What follows belongs to an exercise in optimizing a design on an open flow for small area; a production flow would make more cautious choices. Where RTL was checked, it was by simulation tests only, not by an equivalence proof against the original. No activity file was given, so power comes from the tool's default toggle rates. The clock port is modelled as an ideal driver; clocking choices that lean on that would not hold on a real chip.

11-07:
## Loto
module Loto (Clk, BPBack, BPReview, BPReset, BPTirage, A1, A2, A3, A4);
Size: about 1,100 cells after synthesis, about 650 flip-flops, ~33 I/O pins, ~16,000 sq um of cells after synthesis.
Settings: LEC_CHECK=0, CAP_MARGIN=20, CORE_MARGIN=2, CORE_UTILIZATION=40, SLEW_MARGIN=20; clock period 15.0 ns.
standard.sh (not shown) runs the stock make flow with config.mk's settings and CLKGATE_MAP_FILE= SYNTH_SCRIPT=/design/flow/synth_recipe.tcl, a recipe that flattens the netlist after the stock synthesis.
==> flow/flow/run.sh <==
#!/bin/bash
# The standard layout (standard.sh) with changes that save cell area:
# - after placement resizing, the resizer's power recovery downsizes gates that
#   have timing slack to spare, then repair_design fixes slew and capacitance
#   again (flow/post_resize.tcl);
# - ports get the smallest buffer;
# - clock tree synthesis uses small clock buffers, larger sink clusters and no
#   dummy loads.
set -euo pipefail
export POST_RESIZE_TCL="$PWD/flow/post_resize.tcl"
export BUFFER_PORTS_ARGS="-buffer_cell sky130_fd_sc_hd__buf_1"
export CTS_ARGS="-sink_clustering_enable -repair_clock_nets -dont_use_dummy_load -buf_list {sky130_fd_sc_hd__clkbuf_8} -sink_clustering_size 22 -sink_clustering_max_diameter 60"
bash standard.sh > standard.log 2>&1
==> flow/flow/post_resize.tcl <==
# Sourced by ORFS's resize.tcl after repair_design (POST_RESIZE_TCL).
log_cmd estimate_parasitics -placement
log_cmd repair_timing -recover_power 100 -verbose
log_cmd estimate_parasitics -placement
repair_design_helper
Here is what was changed in the inputs of 07-25 compared with 11-07.
--- a/flow/flow/run.sh
+++ b/flow/flow/run.sh
@@ -10,4 +10,4 @@
 export POST_RESIZE_TCL="$PWD/flow/post_resize.tcl"
 export BUFFER_PORTS_ARGS="-buffer_cell sky130_fd_sc_hd__buf_1"
-export CTS_ARGS="-sink_clustering_enable -repair_clock_nets -dont_use_dummy_load -buf_list {sky130_fd_sc_hd__clkbuf_8} -sink_clustering_size 22 -sink_clustering_max_diameter 60"
+export CTS_ARGS="-sink_clustering_enable -repair_clock_nets -dont_use_dummy_load -buf_list {sky130_fd_sc_hd__clkbuf_4 sky130_fd_sc_hd__clkbuf_8} -sink_clustering_size 20 -sink_clustering_max_diameter 80"
 bash standard.sh > standard.log 2>&1
11-07 → 07-25: worst supply voltage drop on vdd went up by about 23%, time the worst path needs with I/O delays and setup went up by 35 ps, final area was more or less identical, headroom to the max-slew limit went up by 0.23 points.
Function was not checked in any run of this note: the RTL went through the layout flow alone.

Setup of lane 1:
Another version of the RTL of Loto (not shown whole).
Size: ~33 I/O pins, about 16000 um2 of cells after synthesis.
Settings: LEC_CHECK=0, CAP_MARGIN=20, CORE_MARGIN=2, CORE_UTILIZATION=60, SLEW_MARGIN=20; clock period 15.0 ns.
==> flow/flow/run.sh <==
#!/bin/bash
# The standard layout (standard.sh) with changes that save cell area:
# - after placement resizing, the resizer's power recovery downsizes gates that
#   have timing slack to spare, then repair_design fixes slew and capacitance
#   again (flow/post_resize.tcl);
# - ports get the smallest buffer;
# - clock tree synthesis uses small clock buffers, larger sink clusters and no
#   dummy loads.
set -euo pipefail
export POST_RESIZE_TCL="$PWD/flow/post_resize.tcl"
export BUFFER_PORTS_ARGS="-buffer_cell sky130_fd_sc_hd__buf_1"
export CTS_ARGS="-sink_clustering_enable -repair_clock_nets -dont_use_dummy_load -buf_list {sky130_fd_sc_hd__clkbuf_4 sky130_fd_sc_hd__clkbuf_8} -sink_clustering_size 20 -sink_clustering_max_diameter 60"
bash standard.sh > standard.log 2>&1
Scripts as last shown in full above: flow/flow/post_resize.tcl
Setup changes, lane 1 to lane 2
# lane 1
export LEC_CHECK = 0
export CAP_MARGIN = 20
export CORE_MARGIN = 2
export CORE_UTILIZATION = 60
export SLEW_MARGIN = 20
create_clock -name core_clock -period 15.0 [get_ports {Clk}]
# lane 2
export LEC_CHECK = 0
export CAP_MARGIN = 20
export CORE_MARGIN = 2
export CORE_UTILIZATION = 40
export SLEW_MARGIN = 20
create_clock -name core_clock -period 15.0 [get_ports {Clk}]
--- outcome ---
From lane 1 to lane 2, sequential cell count did not move at all.
Lane 2 reached the end of the flow, and the finished layout is clean on the timing, design-rule and antenna checks.
Number of placed instances with taps included (lane 1 / lane 2): 0.888
Against lane 1, first-pass GRT wire length in lane 2 rose by a few percent.
Lane 2 supports a lower top clock frequency than lane 1.
Any difference in final worst hold slack between lane 1 and lane 2 is small enough to ignore.
As far as number of design rule violations left after detail routing goes, lane 2 and lane 1 are indistinguishable; the numbers are identical.
In the route summary, lane 2 ends up with a via count exceeding that of lane 1.
Combinational cell power was higher in the run labelled lane 2.
Looking at post-detailed-route wirelength per cell, lane 2 sits below lane 1.
Modified inputs, lane 3 compared to lane 2
--- a/flow/flow/run.sh
+++ b/flow/flow/run.sh
@@ -10,4 +10,4 @@
 export POST_RESIZE_TCL="$PWD/flow/post_resize.tcl"
 export BUFFER_PORTS_ARGS="-buffer_cell sky130_fd_sc_hd__buf_1"
-export CTS_ARGS="-sink_clustering_enable -repair_clock_nets -dont_use_dummy_load -buf_list {sky130_fd_sc_hd__clkbuf_4 sky130_fd_sc_hd__clkbuf_8} -sink_clustering_size 20 -sink_clustering_max_diameter 60"
+export CTS_ARGS="-sink_clustering_enable -repair_clock_nets -dont_use_dummy_load -buf_list {sky130_fd_sc_hd__clkbuf_4 sky130_fd_sc_hd__clkbuf_8} -sink_clustering_size 14 -sink_clustering_max_diameter 40"
 bash standard.sh > standard.log 2>&1
## What came out
- Lane 3 ran to completion and came out clean on the timing, design-rule and antenna checks.
- Lane 3 ends up with a data arrival time at the worst-slack endpoint that is 0.02 ns higher than in lane 2.
- The power in lane 3 was higher than what lane 2 gave.
- Lane 3 vs lane 2: relative contribution of the clock network to total power up in lane 3
- Comparing lane 2 and lane 3, the lower post-synthesis to final-layout area growth is on lane 2.
- When lane 3 is measured against lane 2, its clock skew turns out 0.019 ns higher.
- Routed wire in lane 3 totals more than in lane 2.
- Going from lane 2 to lane 3, first-iteration DRC count grows by about 12%.
- As far as compound-gate portion of the synthesized area goes, lane 3 and lane 2 are indistinguishable; the numbers are identical.
- Going from lane 2 to lane 3, clock buffer and inverter area fraction after layout higher, worst setup slack lower.
No functional check of the RTL was part of any run of this note.

Another version of the RTL of Loto (not shown whole).
Size in the first run: about 1400 cells after synthesis, ~33 I/O pins.
// Loto
module Loto (Clk, BPBack, BPReview, BPReset, BPTirage, A1, A2, A3, A4);
clock: 15.0 ns
lec_check: 0
cap_margin: 20
core_margin: 2
core_utilization: 40
slew_margin: 20
run.sh (not shown) runs the stock make flow with config.mk's settings and CLKGATE_MAP_FILE= SYNTH_SCRIPT=/design/flow/synth_recipe.tcl, a recipe that flattens the netlist after the stock synthesis.
Stock flow here: none of the scripts above is used.
Change:
- ABC_AREA: default -> 1
- CORE_UTILIZATION: 40 -> 60
- CTS_BUF_LIST: default -> sky130_fd_sc_hd__clkbuf_8
- CTS_CLUSTER_SIZE: default -> 50
Global-route usage went up by 5.2 points.
Worst hold slack got worse by 0.0093 ns.
Die area goes down by 33%.
Sequential cell count does not change.
Synthesized cell count rose by 7.6%.
Final area shrinks by 2.3%.
Routed wire length goes down by 4.5%.
Power is lower by 2.2%.
Cell count falls by 1.9%.
Change:
- ABC_AREA: 1 -> default
- CORE_UTILIZATION: 60 -> 40
- CTS_BUF_LIST: sky130_fd_sc_hd__clkbuf_8 -> sky130_fd_sc_hd__clkbuf_4
- CTS_CLUSTER_SIZE: 50 -> 30
Effect:
- power hardly moves
- area after synthesis came out higher by 0.76%
- setup slack is worse by 1.7 ns
- final area grows by 2.3%
- sequential power is about the same

Another version of the RTL of Loto (not shown whole).
Size in the first run: ~1100 cells after synthesis, about 33 I/O pins, ~0.015 sq mm of cells after synthesis.
Settings: LEC_CHECK=0, CAP_MARGIN=20, CORE_MARGIN=2, CORE_UTILIZATION=55, SLEW_MARGIN=20; clock period 15.0 ns.
standard.sh (not shown) runs the stock make flow with config.mk's settings and CLKGATE_MAP_FILE= SYNTH_SCRIPT=/design/flow/synth_recipe.tcl, a recipe that flattens the netlist after the stock synthesis.
==> flow/flow/run.sh <==
#!/bin/bash
# The standard layout (standard.sh), with changes that save cell area:
# - after the standard synthesis, the combinational logic of its netlist is
#   re-mapped by Yosys/ABC with an area-oriented script (flow/reopt.ys); the
#   flip-flops are kept exactly as the standard synthesis made them;
# - after placement resizing, the resizer's power recovery downsizes gates that
#   have timing slack to spare, then repair_design fixes slew and capacitance
#   again (flow/post_resize.tcl);
# - ports get the smallest buffer;
# - clock tree synthesis uses clkbuf_4/clkbuf_8, sink clusters of up to 20
#   and no dummy loads.
# Each tool's full output goes to a log file in this folder.
set -euo pipefail
export POST_RESIZE_TCL="$PWD/flow/post_resize.tcl"
export BUFFER_PORTS_ARGS="-buffer_cell sky130_fd_sc_hd__buf_1"
export CTS_ARGS="-sink_clustering_enable -repair_clock_nets -dont_use_dummy_load -buf_list {sky130_fd_sc_hd__clkbuf_4 sky130_fd_sc_hd__clkbuf_8} -sink_clustering_size 20 -sink_clustering_max_diameter 60"

R="$PWD/orfs/results/$FLOW_PLATFORM/Loto/base"
bash standard.sh synth > standard_synth.log 2>&1
cp "$R/1_2_yosys.v" "$PWD/standard_1_2_yosys.v"

LIB="$FLOW_HOME/platforms/$FLOW_PLATFORM/lib/sky130_fd_sc_hd__tt_025C_1v80.lib"
DONT_USE=$(grep -o 'cell *( *"\?sky130_fd_sc_hd__\(lpflow_[a-z0-9_]*\|probec\?_p_8\)' "$LIB" \
  | sed 's/.*\(sky130_fd_sc_hd__[a-z0-9_]*\)/-dont_use \1/' | sort -u | tr '\n' ' ')
sed -e "s|{LIB}|$LIB|g" -e "s|{DONT_USE}|$DONT_USE|" -e "s|{NETLIST}|$R/1_2_yosys.v|g" \
  -e "s|{TOP}|$FLOW_TOP|" flow/reopt.ys > reopt_run.ys
yosys -s reopt_run.ys > yosys_reopt.log 2>&1
rm -f "$R/1_synth.odb" "$R/1_synth.sdc"

bash standard.sh > standard.log 2>&1
==> flow/flow/reopt.ys <==
# Re-maps the combinational logic of the standard synthesis netlist for area,
# keeping every flip-flop instance (name, cell type, connections) as it is.
# run.sh fills in {LIB}, {DONT_USE}, {NETLIST} and {TOP} and runs it with yosys -s.
read_liberty -overwrite -setattr liberty_cell -ignore_miss_func {LIB}
blackbox sky130_fd_sc_hd__*df* sky130_fd_sc_hd__*dl* sky130_fd_sc_hd__conb_1
read_verilog {NETLIST}
hierarchy -top {TOP}
flatten
opt_clean
abc -liberty {LIB} {DONT_USE} -script +strash;dc2;dch,-f;amap;strash;dch,-f;amap
opt_clean -purge
splitnets
hilomap -singleton -hicell sky130_fd_sc_hd__conb_1 HI -locell sky130_fd_sc_hd__conb_1 LO
insbuf -buf sky130_fd_sc_hd__buf_1 A X
opt_clean -purge
stat -liberty {LIB}
write_verilog -noattr -nohex -nodec {NETLIST}
Scripts as last shown in full above: flow/flow/post_resize.tcl
The starting point completed without violations.
Next try:
--- a/flow/flow/reopt.ys
+++ b/flow/flow/reopt.ys
@@ -3 +3 @@
-# run.sh fills in {LIB}, {DONT_USE}, {NETLIST} and {TOP} and runs it with yosys -s.
+# Run by run.sh with LIB and DONT_USE set (yosys -s after the script's header).
@@ -10 +10 @@
-abc -liberty {LIB} {DONT_USE} -script +strash;dc2;dch,-f;amap;strash;dch,-f;amap
+abc -liberty {LIB} {DONT_USE} -script +strash;dch,-f;amap;strash;dch,-f;amap
@@ -14 +14 @@
-insbuf -buf sky130_fd_sc_hd__buf_1 A X
+insbuf -buf sky130_fd_sc_hd__buf_4 A X
CORE_UTILIZATION = 40   (was 55)
Global-route usage drops by 3.5 points; design area grows by 1.3%; non-clock buffer count rises by 1; synthesized cell count decreases by 0.46%; power rises by 5.9%; setup slack got worse by 0.0092 ns; critical path depth increases by 2; first-iteration DRC count came out higher by 12%; worst hold slack is worse by 0.039 ns; clock power is about the same; clock skew went up by 0.022 ns.
Next try:
--- a/flow/flow/reopt.ys
+++ b/flow/flow/reopt.ys
@@ -3 +3 @@
-# Run by run.sh with LIB and DONT_USE set (yosys -s after the script's header).
+# run.sh fills in {LIB}, {DONT_USE}, {NETLIST} and {TOP} and runs it with yosys -s.
@@ -10 +10 @@
-abc -liberty {LIB} {DONT_USE} -script +strash;dch,-f;amap;strash;dch,-f;amap
+abc -liberty {LIB} {DONT_USE} -script +strash;dc2;dch,-f;amap;strash;dch,-f;amap
@@ -14 +14 @@
-insbuf -buf sky130_fd_sc_hd__buf_4 A X
+insbuf -buf sky130_fd_sc_hd__buf_1 A X
PLACE_DENSITY = 0.8   (was unset)
The new run produced a clean layout.
Sequential power shrinks by a few percent.
Via count climbs slightly.
Final cell count barely changes.
Register-to-register slack is worse by 1.0 ns.
Maximum frequency falls by a few percent.
Worst setup slack degrades by 0.23 ns.
Synthesized cell count increases slightly.
Routed wire length rises by a few percent.
Global-route usage increases by 0.23 points.
Next try:
--- a/flow/flow/run.sh
+++ b/flow/flow/run.sh
@@ -16 +16 @@
-export CTS_ARGS="-sink_clustering_enable -repair_clock_nets -dont_use_dummy_load -buf_list {sky130_fd_sc_hd__clkbuf_4 sky130_fd_sc_hd__clkbuf_8} -sink_clustering_size 20 -sink_clustering_max_diameter 60"
+export CTS_ARGS="-sink_clustering_enable -repair_clock_nets -dont_use_dummy_load -buf_list {sky130_fd_sc_hd__clkbuf_8 sky130_fd_sc_hd__clkbuf_16} -sink_clustering_size 20 -sink_clustering_max_diameter 60"
PLACE_DENSITY = unset   (was 0.8)
- The new run went through all stages and came out clean
- setup slack improved by 0.14 ns
- total power rose by 11%
- synthesized area stays the same
- core utilization rose by 1.3 points
- design area rose by 3.0%

Loto again, from the RTL that the note above started with.
## Loto
module Loto (Clk, BPBack, BPReview, BPReset, BPTirage, A1, A2, A3, A4);
==> flow/config.mk <==
export PLATFORM = sky130hd
export DESIGN_NAME = Loto
export DESIGN_NICKNAME = Loto
export VERILOG_FILES = /design/flow/design.v
export SDC_FILE = /design/flow/constraint.sdc
export NUM_CORES = 4
export LEC_CHECK = 0
export CAP_MARGIN = 20
export CORE_MARGIN = 2
export CORE_UTILIZATION = 40
export SLEW_MARGIN = 20
==> flow/constraint.sdc <==
create_clock -name core_clock -period 15.0 [get_ports {Clk}]
set_input_delay 3.0000 -clock core_clock [delete_from_list [all_inputs] [get_ports {Clk}]]
set_output_delay 3.0000 -clock core_clock [all_outputs]
set_load 0.01 [all_outputs]
==> flow/flow/run.sh <==
#!/bin/bash
# The standard layout (standard.sh), with changes that save cell area:
# - after the standard synthesis, the combinational logic of its netlist is
#   re-mapped by Yosys/ABC with an area-oriented script (flow/reopt.ys); the
#   flip-flops are kept exactly as the standard synthesis made them;
# - after placement resizing, the resizer's power recovery downsizes gates that
#   have timing slack to spare, then repair_design fixes slew and capacitance
#   again (flow/post_resize.tcl);
# - ports get the smallest buffer;
# - clock tree synthesis uses clkbuf_4/clkbuf_8, sink clusters of up to 20
#   and no dummy loads.
# Each tool's full output goes to a log file in this folder.
set -euo pipefail
export POST_RESIZE_TCL="$PWD/flow/post_resize.tcl"
export BUFFER_PORTS_ARGS="-buffer_cell sky130_fd_sc_hd__buf_1"
export CTS_ARGS="-sink_clustering_enable -repair_clock_nets -dont_use_dummy_load -buf_list {sky130_fd_sc_hd__clkbuf_4 sky130_fd_sc_hd__clkbuf_8} -sink_clustering_size 20 -sink_clustering_max_diameter 60"

R="$PWD/orfs/results/$FLOW_PLATFORM/Loto/base"
bash standard.sh synth > standard_synth.log 2>&1
cp "$R/1_2_yosys.v" "$PWD/standard_1_2_yosys.v"

LIB="$FLOW_HOME/platforms/$FLOW_PLATFORM/lib/sky130_fd_sc_hd__tt_025C_1v80.lib"
DONT_USE=$(grep -o 'cell *( *"\?sky130_fd_sc_hd__\(lpflow_[a-z0-9_]*\|probec\?_p_8\)' "$LIB" \
  | sed 's/.*\(sky130_fd_sc_hd__[a-z0-9_]*\)/-dont_use \1/' | sort -u | tr '\n' ' ')
sed -e "s|{LIB}|$LIB|g" -e "s|{DONT_USE}|$DONT_USE|" -e "s|{NETLIST}|$R/1_2_yosys.v|g" \
  -e "s|{TOP}|$FLOW_TOP|" flow/reopt.ys > reopt_run.ys
yosys -s reopt_run.ys > yosys_reopt.log 2>&1
rm -f "$R/1_synth.odb" "$R/1_synth.sdc"

bash standard.sh > standard.log 2>&1
==> flow/flow/reopt.ys <==
# Re-maps the combinational logic of the standard synthesis netlist for area,
# keeping every flip-flop instance (name, cell type, connections) as it is.
# run.sh fills in {LIB}, {DONT_USE}, {NETLIST} and {TOP} and runs it with yosys -s.
read_liberty -overwrite -setattr liberty_cell -ignore_miss_func {LIB}
blackbox sky130_fd_sc_hd__*df* sky130_fd_sc_hd__*dl* sky130_fd_sc_hd__conb_1
read_verilog {NETLIST}
hierarchy -top {TOP}
flatten
opt_clean
abc -liberty {LIB} {DONT_USE} -script +strash;dc2;dch,-f;amap;strash;dch,-f;amap
opt_clean -purge
splitnets
hilomap -singleton -hicell sky130_fd_sc_hd__conb_1 HI -locell sky130_fd_sc_hd__conb_1 LO
insbuf -buf sky130_fd_sc_hd__buf_1 A X
opt_clean -purge
stat -liberty {LIB}
write_verilog -noattr -nohex -nodec {NETLIST}
Scripts as last shown in full above: flow/flow/post_resize.tcl
Edit:
--- a/flow/flow/run.sh
+++ b/flow/flow/run.sh
@@ -15,3 +15,3 @@
 export BUFFER_PORTS_ARGS="-buffer_cell sky130_fd_sc_hd__buf_1"
-export CTS_ARGS="-sink_clustering_enable -repair_clock_nets -dont_use_dummy_load -buf_list {sky130_fd_sc_hd__clkbuf_4 sky130_fd_sc_hd__clkbuf_8} -sink_clustering_size 20 -sink_clustering_max_diameter 60"
+export CTS_ARGS="-sink_clustering_enable -repair_clock_nets -dont_use_dummy_load -buf_list {sky130_fd_sc_hd__clkbuf_16} -sink_clustering_size 30 -sink_clustering_max_diameter 80"
 
=> Final area grows by 0.35%; hold slack improved by 32 ps; clock skew came out lower by 19 ps; core utilization grows by 0.15 points; die area stays the same; power rose by 1.8%; final cell count fell by 1.0%; wire length is lower by 0.74%; setup slack got worse by 34 ps; global-route usage came out lower by 0.25 points.

## separate check: timing with driven ports
In the flow no input, the clock included, has a driving cell. The finished layouts below were timed again as built, in two steps.
Step 1, drivers: a clkbuf_16 drives Clk and a buf_2 each remaining input, both assumed.
Step 2 moves the port delays by t, midway between the first and last clock arrival at a register: inputs arrive t later, outputs are due t later. That takes back most of the time a late clock gives input paths.
Slacks: ideal ports / drivers / drivers and shift; pairs: ideal ports / drivers.
| run | t, ns | setup slack, ns | clock arrival spread, ns | slew at the worst register clock pin (ns) | worst data-port slew with drivers (ns) |
|---|---|---|---|---|---|
| 11-07 | 0.575 | 9.077 / 9.034 / 9.249 | 0.128 / 0.127 | 0.12 / 0.12 | 0.03 |
| 07-25 | 0.591 | 9.042 / 8.999 / 9.261 | 0.095 / 0.095 | 0.12 / 0.12 | 0.03 |
| lane 1 | 0.579 | 9.460 / 9.419 / 9.936 | 0.086 / 0.086 | 0.12 / 0.12 | 0.03 |
| lane 2 | 0.614 | 9.429 / 9.384 / 9.855 | 0.120 / 0.120 | 0.11 / 0.11 | 0.03 |
| lane 3 | 0.654 | 9.411 / 9.366 / 9.851 | 0.114 / 0.114 | 0.08 / 0.08 | 0.03 |
| the first run of note 3 | 0.633 | 4.069 / 4.016 / 4.649 | 0.023 / 0.022 | 0.07 / 0.07 | 0.04 |
| the second run of note 3 | 0.658 | 5.507 / 5.460 / 6.118 | 0.038 / 0.038 | 0.07 / 0.07 | 0.03 |
| the third run of note 3 | 0.850 | 3.841 / 3.795 / 4.645 | 0.051 / 0.052 | 0.07 / 0.07 | 0.04 |
| the first run of note 4 | 0.590 | 9.117 / 9.069 / 9.315 | 0.053 / 0.052 | 0.12 / 0.12 | 0.03 |
| the second run of note 4 | 0.601 | 9.108 / 9.065 / 9.661 | 0.074 / 0.074 | 0.12 / 0.12 | 0.06 |
| the third run of note 4 | 0.605 | 8.874 / 8.829 / 9.434 | 0.043 / 0.043 | 0.12 / 0.12 | 0.03 |
| the fourth run of note 4 | 0.579 | 9.013 / 8.960 / 9.298 | 0.032 / 0.032 | 0.08 / 0.08 | 0.03 |
| the first run of note 5 | 0.600 | 9.003 / 8.959 / 9.288 | 0.050 / 0.050 | 0.11 / 0.11 | 0.03 |
| the second run of note 5 | 0.599 | 8.970 / 8.916 / 9.336 | 0.033 / 0.033 | 0.12 / 0.12 | 0.03 |
After both steps every run listed still meets setup and hold.
